This design comes from an exercise in tuning for small area, a short achievable clock period and few clock cycles on the open sky130 flow, not from production work.
Function was checked by simulation only, so behaviour that the tests miss may differ from the original.

==> flow/design.v, too long to show whole: its modules and the start of the top module <==
// module ieee754multiplier: 61 lines
// module fpmul_sigmul: 1584 lines
// module fpmul_fa: 4 lines
// module fpmul_ha: 4 lines
module ieee754multiplier (
    input logic clk, rst_n,
    input logic [31:0] a_i,
    input logic [31:0] b_i,
    input logic start_i,
    output logic done_o,
    output logic nan_o,
    output logic inifinit_o,
    output logic overflow_o,
    output logic underflow_o,
    output logic [31:0] product_o
);
  // ...
==> flow/run.sh <==
#!/bin/bash
# synth_recipe.tcl (not shown) runs the flow's synth.tcl, then flattens the netlist and writes it again
# the make line also repeats each setting of config.mk as NAME=value (left out here)
make -C /OpenROAD-flow-scripts/flow DESIGN_CONFIG=/design/flow/config.mk WORK_HOME=/design/flow/orfs CLKGATE_MAP_FILE= SYNTH_SCRIPT=/design/flow/synth_recipe.tcl finish
==> flow/config.mk <==
export PLATFORM = sky130hd
export DESIGN_NAME = ieee754multiplier
export DESIGN_NICKNAME = ieee754multiplier
export VERILOG_FILES = /design/flow/design.v
export SDC_FILE = /design/flow/constraint.sdc
export NUM_CORES = 4
export LEC_CHECK = 0
export ABC_AREA = 1
export CAP_MARGIN = 20
export CORE_MARGIN = 2
export CORE_UTILIZATION = 50
export SETUP_SLACK_MARGIN = 2
export SLEW_MARGIN = 20
export SYNTH_HIERARCHICAL = 1
==> flow/constraint.sdc <==
create_clock -name core_clock -period 9.0 [get_ports {clk}]
set_input_delay 1.8000 -clock core_clock [delete_from_list [all_inputs] [get_ports {clk}]]
set_output_delay 1.8000 -clock core_clock [all_outputs]
set_load 0.01 [all_outputs]
==> impl_metrics.ini, run 1 <==
[synthesis]
ys_warn_count = 7

[finish]
largestClassByArea = multi-input combinational cells
top_register = product_o
final_cell_mix = 363 x nand2_1, 240 x xor2_1, 221 x inv_1, 196 x fa_1, 195 x o22ai_1
final_cell_area_um2 = 23400
inverters_excl_clock = 274
drive_gt1_share_pct = 32.3
design.seq.count = 37

[worst_setup_path]
cp.buffers_inverters = 6
required_ns = 9.20
cp-end-kind = flop
endpoint = product_o[29]

[clocking]
cts_resized = 539
clk_path_buf_depth = 2
cts.sinks = 37
cts_tree = yes

[status]
status = finished clean

[floorplan]
row_count = 68
die_height_um = 190

[detailed_routing]
ant_nets = 0

[grt]
grt_pass1_wl_mm = 106
grt_overflow = 0
grt_use_met1_pct = 48.8

[sta]
worst_slack_ns = 1.44
relSlewSlack_pct = 54.9
hold_violations = 0

[placement]
dp.cells = 2787

[min_path]
hold_class = in -> async

[power]
Testbench counts, summed over its fixed seeds: cycles 3,208.
==> run 2, diff against run 1 <==
--- a/flow/config.mk
+++ b/flow/config.mk
@@ -9,6 +9,6 @@
 export CAP_MARGIN = 20
 export CORE_MARGIN = 2
 export CORE_UTILIZATION = 50
-export SETUP_SLACK_MARGIN = 2
+export SETUP_SLACK_MARGIN = 1
 export SLEW_MARGIN = 20
 export SYNTH_HIERARCHICAL = 1
==> impl_metrics.ini, run 2 <==
[grt]
grt_pass1_vias = 16510
track_usage_pct = 34.4
grt_pass1_wl_mm = 95.1
grt_overflow = 0
antenna_found_initial = 0
grt_max_degree = 31

[worst_setup_path]
required_ns = 9.21
worst_path_max_delay_cell = fa_1
max_stage_delay_ns = 0.51
crit_arrival_ns = 7.90
crit_fanout = 12
startpoint_type = input port
cp-end-kind = flop
cp.buffers_inverters = 7
critPathTopFamily = adder cells
crit_type = in -> reg

[synthesis]
ys_warn_count = 7
syn_inst = 2294
avgSynthCellArea_um2 = 7.52
syn_nets = 2708
syn-cell-area_um2 = 17300

[sta]
worst_slack_ns = 1.30
hold_violations = 0
worstMarginPinSlew_ns = 0.592
finalCriticalPeriod_ns = 7.70
relSlewSlack_pct = 60.5
setup-tns-final_ns = 0
max_freq_mhz = 130
period_share_pct = 85.5
holdWs_ns = 1.66
drv_slew = 0
rsz0062_at_grt = false
setup_violations = 0

[floorplan]
row_count = 68
start_util_pct = 50.3
die_area_um2 = 36000
die_height_um = 190
die_width_um = 190
core_region_area_um2 = 34300
ios = 104

[detailed_routing]
wirelength_mm = 63.6
wl_per_cell_um = 22.0
vias_per_cell = 5.89
drt_pass1_iterations = 5
drtIter0Drc = 1553
num_vias = 17023
drc = 0
ant_nets = 0

[placement]
dp_slack_ns = 0.369
io_buffers = 103
gp_congestion = 0.991
place_hpwl_mm = 50.9
dp.cells = 2827

[finish]
drive_gt1_share_pct = 19.6
area_growth_pct = 20.7
seqCellArea_um2 = 746
largest_reg_flops = 32
finalNetCount = 2849
final_common_cell = nand2_1
final_cell_mix = 417 x nand2_1, 258 x xor2_1, 248 x o22ai_1, 238 x inv_1, 234 x fa_1
top_register = product_o
fin_cells = 2891
fill_cells = 3131
multi_input_area_um2 = 15700
n_antenna_cell = 0

[clocking]
cts_tree = yes
clk_pin_slew_ns = 0.05
cts_buffers = 5
clk_path_buf_depth = 2
cts.htree.levels = 2
root_buffer = clkbuf_16
holdBufCountCts = 0
cts.sinks = 37

[min_path]
hold_class = in -> async

[job]
drv_cap = 0

[status]
status = finished clean
[run 2: metrics by stage]
stage                     util (%)  area (um^2)
final                         60.7        20800
after global routing          60.7        20800
after CTS                     56.8        19500
after detailed placement      55.6        19100
after global placement        55.6        19100
after floorplan                  -        17300
[run 2: what timing repair did]
action	4_1_cts	5_1_grt
buffers inserted	10	41
gates cloned	1	4
gates resized for setup	36	271
setup endpoints to repair	35	36
pin swaps	2	67
[run 2: layout make-up]
type / count / area share [%]
multi-input cells: 1845 / 75.4
clock inverters: 3 / 0.312
well taps: 455 / 2.73
flip-flops and latches: 37 / 3.58
inverters: 272 / 5.30
repair inverters: 2 / 0.0481
clock buffers: 5 / 0.601
repair buffers: 272 / 12.0
[run 2: per-layer routing]
| layer | wire length [um] | share of wire, % | track usage, % |
|---|---|---|---|
| met3 | 6060 | 9.5 | 5.29 |
| met4 | 2690 | 4.2 | 13.0 |
| met5 | 0 | 0 | 0 |
| met1 | 26100 | 41 | 47.6 |
| met2 | 28800 | 45 | 54.7 |
[run 2: worst max-delay path by stage]
stage	end	from	slack [ns]	cells past startpoint
2_1_floorplan	product_o[31]	b_i[11]	1.71	33
3_3_place_gp	product_o[31]	b_i[12]	0.34	31
3_5_place_dp	product_o[31]	b_i[12]	0.37	30
4_1_cts	product_o[31]	b_i[12]	0.97	32
5_1_grt	product_o[31]	b_i[6]	0.94	32
6_report	product_o[29]	b_i[7]	1.30	30
==> run 3, diff against run 2 <==
--- a/flow/config.mk
+++ b/flow/config.mk
@@ -9,6 +9,5 @@
 export CAP_MARGIN = 20
 export CORE_MARGIN = 2
 export CORE_UTILIZATION = 50
-export SETUP_SLACK_MARGIN = 1
 export SLEW_MARGIN = 20
 export SYNTH_HIERARCHICAL = 1
==> impl_metrics.ini, run 3 <==
[clocking]
cts_resized = 0
cts.htree.levels = 2
clk_path_buf_depth = 2
cts_tree = yes
root_buffer = clkbuf_16
holdBufCountCts = 0
cts_setup_buffers = 0
cts.sinks = 37
cts_buffers = 5
clk_pin_slew_ns = 0.05

[detailed_routing]
wirelength_mm = 61.3
num_vias = 16639
drtIter0Drc = 1470
wl_per_cell_um = 21.6
ant_nets = 0
vias_per_cell = 5.87
drt_pass1_iterations = 8
drc = 0

[floorplan]
row_count = 68
core_region_area_um2 = 34300
start_util_pct = 50.3
die_height_um = 190
die_width_um = 190
die_area_um2 = 36000
ios = 104

[worst_setup_path]
worst_path_max_delay_cell = fa_1
crit_fanout = 10
cp.buffers_inverters = 4
critPathMostFrequentCell = nand2_1
max_stage_delay_ns = 0.58
cp-end-kind = flop
required_ns = 9.20
crit_arrival_ns = 8.64
startpoint = b_i[12]
critPathTopFamily = adder cells
crit_type = in -> reg
startpoint_type = input port

[job]
drv_cap = 0

[synthesis]
ys_warn_count = 7
syn_inst = 2294
avgSynthCellArea_um2 = 7.52
syn-cell-area_um2 = 17300
syn_nets = 2708

[finish]
area_growth_pct = 11.5
finalNetCount = 2793
fill_cells = 3302
largest_reg_flops = 32
final_cell_area_um2 = 19300
post-route-util_pct = 56.1
top_register = product_o
final_common_cell = nand2_1
drive_gt1_share_pct = 9.45
final_cell_mix = 473 x nand2_1, 266 x xor2_1, 264 x fa_1, 263 x o22ai_1, 255 x inv_1
n_antenna_cell = 0

[grt]
track_usage_pct = 34.2
grt_max_degree = 31
grt_pass1_vias = 16369
grt_pass1_wl_mm = 94.6
antenna_found_initial = 0
grt_overflow = 0

[status]
status = finished clean

[placement]
gp_congestion = 0.991
io_buffers = 103
place_hpwl_mm = 50.9
placed_area_um2 = 19100

[sta]
drv_slew = 0
hold_violations = 0
setup_violations = 0
worstMarginPinSlew_ns = 0.697
rsz0062_at_grt = false
max_freq_mhz = 119
period_share_pct = 93.7
finalCriticalPeriod_ns = 8.44
setup-tns-final_ns = 0
relSlewSlack_pct = 53.5

[min_path]
hold_class = in -> async
-- run 3: final timing paths --
check                      depth (start not counted)  slack (ns)            end
worst max-delay path                              28        0.56  product_o[29]
worst min-delay path                               1        1.66         done_o
max in group asynchronous                          1        7.24         done_o
min in group core_clock                            1        1.96         done_o
-- run 3: area by class of cell --
| class | count | area [um^2] | area share [%] |
|---|---|---|---|
| clock inverters | 3 | 65.1 | 0.338 |
| repair buffers | 219 | 1900 | 9.87 |
| multi-input cells | 1844 | 14800 | 77.0 |
| inverters | 272 | 1020 | 5.30 |
| flip-flops and latches | 37 | 746 | 3.87 |
| clock buffers | 5 | 125 | 0.650 |
| well taps | 455 | 569 | 2.96 |
-- run 3: layer usage --
layer | vias up | part of all wire (%) | global-route usage [%]
met5 | - | 0 | 0
met4 | 0 | 3.5 | 12.4
met3 | 111 | 9.5 | 5.07
met2 | 855 | 45 | 54.2
met1 | 8014 | 42 | 47.7
li1 | 7659 | - | -
-- run 3: per-stage QoR --
step / worst slack, ns / hold WS (ns) / std cells
finish: 0.564 / 1.66 / 2835
global route: 0.0361 / 1.66 / 2835
CTS: 0.630 / 1.65 / 2835
detailed placement: 0.369 / 1.95 / 2827
global placement: 0.339 / 1.95 / 2827
floorplan: 1.71 / 1.50 / 2294
==> run 4, diff against run 3 <==
==> flow/flow/run.sh (new file) <==
#!/bin/bash
# The standard layout (the standard.sh: the standard synthesis and the
# ORFS steps to finish), except that the port buffers that global placement
# inserts are buf_2 cells instead of the tool's default pick.
set -euo pipefail
export BUFFER_PORTS_ARGS="-buffer_cell sky130_fd_sc_hd__buf_2"
bash standard.sh > standard.log 2>&1
==> flow/standard.sh (new file) <==
#!/bin/bash
# synth_recipe.tcl (not shown) runs the flow's synth.tcl, then flattens the netlist and writes it again
# the make line also repeats each setting of config.mk as NAME=value (left out here)
make -C /OpenROAD-flow-scripts/flow DESIGN_CONFIG=/design/flow/config.mk WORK_HOME=/design/flow/orfs CLKGATE_MAP_FILE= SYNTH_SCRIPT=/design/flow/synth_recipe.tcl "${@:-finish}"
removed: flow/run.sh
==> impl_metrics.ini, run 4 <==
[grt]
grt_overflow = 0
track_usage_pct = 33.1
antenna_found_initial = 1
grt_pass1_vias = 16188
grt_pass1_wl_mm = 91.9
grt_max_degree = 31

[detailed_routing]
drt_pass1_iterations = 7
wl_per_cell_um = 21.2
vias_per_cell = 5.91
drtIter0Drc = 1528
num_vias = 16519
ant_nets = 0
wirelength_mm = 59.2
drc = 0

[synthesis]
syn_nets = 2708
ys_warn_count = 7
avgSynthCellArea_um2 = 7.52
syn-cell-area_um2 = 17300
syn_inst = 2294

[floorplan]
ios = 104
die_area_um2 = 36000
row_count = 68
start_util_pct = 50.3
die_height_um = 190
die_width_um = 190
core_region_area_um2 = 34300

[worst_setup_path]
crit_fanout = 12
crit_arrival_ns = 8.58
required_ns = 9.21
crit_type = in -> reg
worst_path_max_delay_cell = fa_1
critPathMostFrequentCell = fa_1
startpoint_type = input port
max_stage_delay_ns = 0.54
cp-end-kind = flop

[finish]
fin_cells = 2794
largest_reg_flops = 32
final_common_cell = nand2_1
area_growth_pct = 6.63
fill_cells = 3380
multi_input_area_um2 = 14800
seqCellArea_um2 = 746
drive_gt1_share_pct = 11.9
top_register = product_o
final_cell_area_um2 = 18400
finalNetCount = 2751
final_cell_mix = 473 x nand2_1, 266 x xor2_1, 264 x fa_1, 263 x o22ai_1, 255 x inv_1

[status]
status = finished clean

[clocking]
cts_tree = yes
clk_pin_slew_ns = 0.05
holdBufCountCts = 0
clk_path_buf_depth = 2
cts.htree.levels = 2
cts_buffers = 5
cts.sinks = 37
cts_resized = 0
root_buffer = clkbuf_16
cts_setup_buffers = 0

[placement]
io_buffers = 103
placed_area_um2 = 18200
gp_congestion = 1.01
place_hpwl_mm = 49.2
dp_slack_ns = 0.443
dp.cells = 2785

[sta]
relSlewSlack_pct = 41.3
drv_slew = 0
max_freq_mhz = 119
setup-tns-final_ns = 0
setup_violations = 0
worstMarginPinSlew_ns = 0.880
worst_slack_ns = 0.624
finalCriticalPeriod_ns = 8.38
hold_violations = 0
rsz0062_at_grt = false
period_share_pct = 93.1

[job]
drv_cap = 0

[min_path]
hold_class = in -> async
==> run 4: routing by layer <==
metal | track usage, % | share of wire, % | vias up
li1 | - | - | 7589
met1 | 45.3 | 42 | 7935
met2 | 53.9 | 45 | 886
met3 | 4.57 | 9.2 | 109
met4 | 11.3 | 3.6 | 0
met5 | 0 | 0 | -
==> run 4: worst max path at each step <==
stage          startpoint             to
3_3_place_gp       b_i[7]  product_o[31]
4_1_cts            b_i[7]  product_o[31]
6_report           b_i[7]  product_o[29]
2_1_floorplan     b_i[11]  product_o[31]
3_5_place_dp       b_i[7]  product_o[31]
5_1_grt            b_i[7]  product_o[31]
==> run 4: layout make-up <==
| cell class | instances | area share, % |
|---|---|---|
| multi-input combinational | 1844 | 80.5 |
| timing repair buffer | 177 | 5.82 |
| inverter | 272 | 5.55 |
| sequential | 37 | 4.05 |
| tap | 455 | 3.09 |
| clock buffer | 5 | 0.680 |
| clock inverter | 3 | 0.252 |
| antenna | 1 | 0.0136 |
==> run 4: worst max-delay path, delay by kind of cell <==
kind,cells,cell delay (ns)
fa+ha+maj,7,3.05
simple gates,12,1.71
compound gates,6,0.90
buf+inv,4,0.89
xor+xnor,1,0.20
==> run 4: metrics by stage <==
step	hold slack [ns]	utilization, %
2_1_floorplan	1.50	-
3_3_place_gp	1.57	53.2
3_5_place_dp	1.58	53.2
4_1_cts	1.27	53.7
5_1_grt	1.28	53.7
6_report	1.28	53.7

==> separate check: timing with driven ports <==
The results above use ideal ports. As a check the final layouts listed here were re-extracted and re-timed, cells and wires unchanged.
Step 1: set_driving_cell puts a clkbuf_16 on clk and a buf_2 on each other input, an assumption about the parent block.
Step 2 adds t to the input delays and takes it off the output delays; t is the mean of the earliest and latest rising clock arrival at the registers after step 1. Input paths then give back, and output paths get back, about the clock's delay inside the block.
a / b / c = ideal ports / drivers / drivers and shift; a / b = the first two.
run	shift t [ns]	setup slack, ns	clock arrival spread, ns	slew at the worst register clock pin (ns)	worst slew at a driven data input, ns
run 1	0.308	1.442 / 1.449 / 1.141	0.003 / 0.003	0.05 / 0.05	0.09
run 2	0.316	1.301 / 1.300 / 0.985	0.002 / 0.003	0.05 / 0.05	0.04
run 3	0.316	0.564 / 0.572 / 0.257	0.003 / 0.003	0.05 / 0.05	0.04
run 4	0.314	0.624 / 0.624 / 0.310	0.001 / 0.002	0.05 / 0.05	0.11
After both steps every run listed still meets setup and hold. For run 2, which loses most, drivers alone change the setup slack by -0.001 ns; drivers and shift together by -0.316 ns.
